This is an optimization exercise on Yosys and OpenROAD, whose aim is small area and a short achievable clock period, not a production implementation.
Where RTL was checked, it was by simulation tests only, not by an equivalence proof against the original.
Power figures rest on the tool's default switching activity, not on a simulated workload.

==> flow/design.v (excerpt) <==
module tanh9slices (
    input wire clk,
    input wire rst_n,
    input wire signed [15:0] x0_in,
    input wire signed [15:0] x1_in,
    input wire valid_in,
    output wire signed [15:0] y0_out,
    output wire signed [15:0] y1_out,
    output reg valid_out
);
For scale: ~840 cells after synthesis, ~130 flip-flops, ~68 I/O pins.
Settings: LEC_CHECK=0, CAP_MARGIN=20, CORE_MARGIN=2, CORE_UTILIZATION=40, SLEW_MARGIN=20; clock period 8.0 ns.
standard.sh (not shown) runs the stock make flow with config.mk's settings and CLKGATE_MAP_FILE= SYNTH_SCRIPT=/design/flow/synth_recipe.tcl, a recipe that flattens the netlist after the stock synthesis.
==> flow/flow/run.sh <==
#!/bin/bash
set -euo pipefail
mapfile -t KNOBS < <(grep -v '^\s*$' flow/knobs.txt)
bash standard.sh "${KNOBS[@]}" finish > flow_make.log 2>&1
==> flow/flow/knobs.txt <==
SETUP_SLACK_MARGIN=5.4
CTS_ARGS=-sink_clustering_enable -repair_clock_nets -buf_list sky130_fd_sc_hd__clkbuf_8 -dont_use_dummy_load
BUFFER_PORTS_ARGS=-buffer_cell sky130_fd_sc_hd__buf_1
The first run finished with timing, DRC and antenna clean.
Rerun with:
--- a/flow/design.v
+++ b/flow/design.v
@@ -169,16 +169,17 @@
     wire s140 = p75 ^ c107 ^ s108;
     wire c141 = (p75 & c107) | (p75 & s108) | (c107 & s108);
     wire s142 = p77 ^ p78 ^ c109;
     wire c143 = (p77 & p78) | (p77 & c109) | (p78 & c109);
     wire s144 = p80 ^ p81;
     wire c145 = p80 & p81;
     wire s146 = p82 ^ p83;
-    wire [21:0] ra = {c145, c143, c141, c139, c137, c135, c133, c131, c129, c127, c125, c123, c121, c119, c117, c115, c113, c111, p9, p5, p4, p1};
-    wire [21:0] rb = {s146, s144, s142, s140, s138, s136, s134, s132, s130, s128, s126, s124, s122, s120, s118, s116, s114, s112, s110, 1'b0, 1'b0, p2};
+    wire s147 = c145 ^ s146;
+    wire [21:0] ra = {s147, c143, c141, c139, c137, c135, c133, c131, c129, c127, c125, c123, c121, c119, c117, c115, c113, c111, p9, p5, p4, p1};
+    wire [21:0] rb = {1'b0, s144, s142, s140, s138, s136, s134, s132, s130, s128, s126, s124, s122, s120, s118, s116, s114, s112, s110, 1'b0, 1'b0, p2};
     wire [6:0] lo = {1'b0, ra[5:0]} + {1'b0, rb[5:0]};
     reg        s2_s, s2_c;
     reg [21:6] s2_a, s2_b;
     always @(posedge clk) begin
         s2_s <= s; s2_c <= lo[6]; s2_a <= ra[21:6]; s2_b <= rb[21:6];
     end
     wire [21:6] sum = s2_a + s2_b + {15'd0, s2_c};
After rerunning: The changed run ran to the end with no violations. Setup slack improved by 0.018 ns. First-iteration DRC count came out higher by 30%. Cell area came out lower by 0.73%. Non-clock buffer count came out higher by 3. Via count came out lower by 0.46%. Count of clock-buffer cells in the layout stays the same. Power came out lower by 0.99%. Register-to-register slack got worse by 0.02 ns.


## the previous run
RTL: one of the versions met above, not the one the previous note started from.
For scale: ~830 cells after synthesis, ~130 flip-flops, ~7600 um^2 of cells after synthesis.
clock: 8.0 ns
lec_check: 0
cap_margin: 20
core_margin: 2
core_utilization: 40
slew_margin: 20
==> flow/flow/knobs.txt <==
SETUP_SLACK_MARGIN=5.5
CTS_ARGS=-sink_clustering_enable -repair_clock_nets -root_buf sky130_fd_sc_hd__clkbuf_16 -buf_list sky130_fd_sc_hd__clkbuf_8 -dont_use_dummy_load
BUFFER_PORTS_ARGS=-buffer_cell sky130_fd_sc_hd__buf_1
MATCH_CELL_FOOTPRINT=0
Scripts as last shown in full above: flow/flow/run.sh
Inputs modified between the previous run and the current run:
diff --git a/flow/design.v b/flow/design.v
--- a/flow/design.v
+++ b/flow/design.v
@@ -176,20 +176,20 @@
     wire s147 = c145 ^ s146;
     wire [21:0] ra = {s147, c143, c141, c139, c137, c135, c133, c131, c129, c127, c125, c123, c121, c119, c117, c115, c113, c111, p9, p5, p4, p1};
     wire [21:0] rb = {1'b0, s144, s142, s140, s138, s136, s134, s132, s130, s128, s126, s124, s122, s120, s118, s116, s114, s112, s110, 1'b0, 1'b0, p2};
     wire [6:0] lo = {1'b0, ra[5:0]} + {1'b0, rb[5:0]};
     reg        s2_s, s2_c;
     reg [21:6] s2_a, s2_b;
     always @(posedge clk) begin
         s2_s <= s; s2_c <= lo[6]; s2_a <= ra[21:6]; s2_b <= rb[21:6];
     end
-    wire [21:6] sum = s2_a + s2_b + {15'd0, s2_c};
-    wire [10:0] r = sum[21:11];
+    wire [5:0] mid = {1'b0, s2_a[10:6]} + {1'b0, s2_b[10:6]} + {5'd0, s2_c};
+    wire [10:0] r = s2_a[21:11] + s2_b[21:11] + {10'd0, mid[5]};
     reg        s3_s;
     reg [10:0] s3_y;
     always @(posedge clk) begin
         s3_s <= s2_s;
         s3_y <= r;
     end
     assign y = {{5{s3_s}}, s3_y};
 endmodule
 module tanh9slices (
Notes after the runs:
When the current run is set beside the previous run, its placer's final routability congestion estimate turns out to be 4.4% smaller. There was hardly any difference in clock input transition at the sequential cells of the worst setup and hold paths between the current run and the previous run. The current run: sequential share of cell area 2.6 points below the previous run. As of the current run, via count had risen by a few percent compared to the previous run. Final period utilization (the current run over the previous run): increase, 7.8 points. Changes observed in the current run relative to the previous run: time the worst path needs with I/O delays and setup +0.62 ns; cell area +760 um^2; critical path depth +13.
No functional check of the RTL was part of the current run.

port drivers added, routing unchanged:
The results above use ideal ports. As a check the final layouts listed here were re-extracted and re-timed, cells and wires unchanged. Step 1, drivers: a clkbuf_16 drives clk and a buf_2 each remaining input, both assumed. Step 2 times the ports against the registers' clock, not the clock port: input delays grow and output delays shrink by t, the midpoint of the rising clock arrivals with the driver on. a / b / c = ideal ports / drivers / drivers and shift; a / b = the first two.
run | shift t [ns] | slack for setup (ns) | worst data-port slew with drivers (ns)
the first run of note 1 | 0.477 | 5.449 / 5.409 / 5.192 | 0.03
the second run of note 1 | 0.459 | 5.467 / 5.429 / 5.199 | 0.03
the previous run | 0.399 | 5.527 / 5.485 / 5.201 | 0.03
the current run | 0.403 | 4.906 / 4.906 / 4.906 | 0.04
After both steps setup and hold are still met in every run listed. The setup slack of the previous run, which loses most, moves by -0.042 ns with the drivers and by -0.326 ns with both steps.
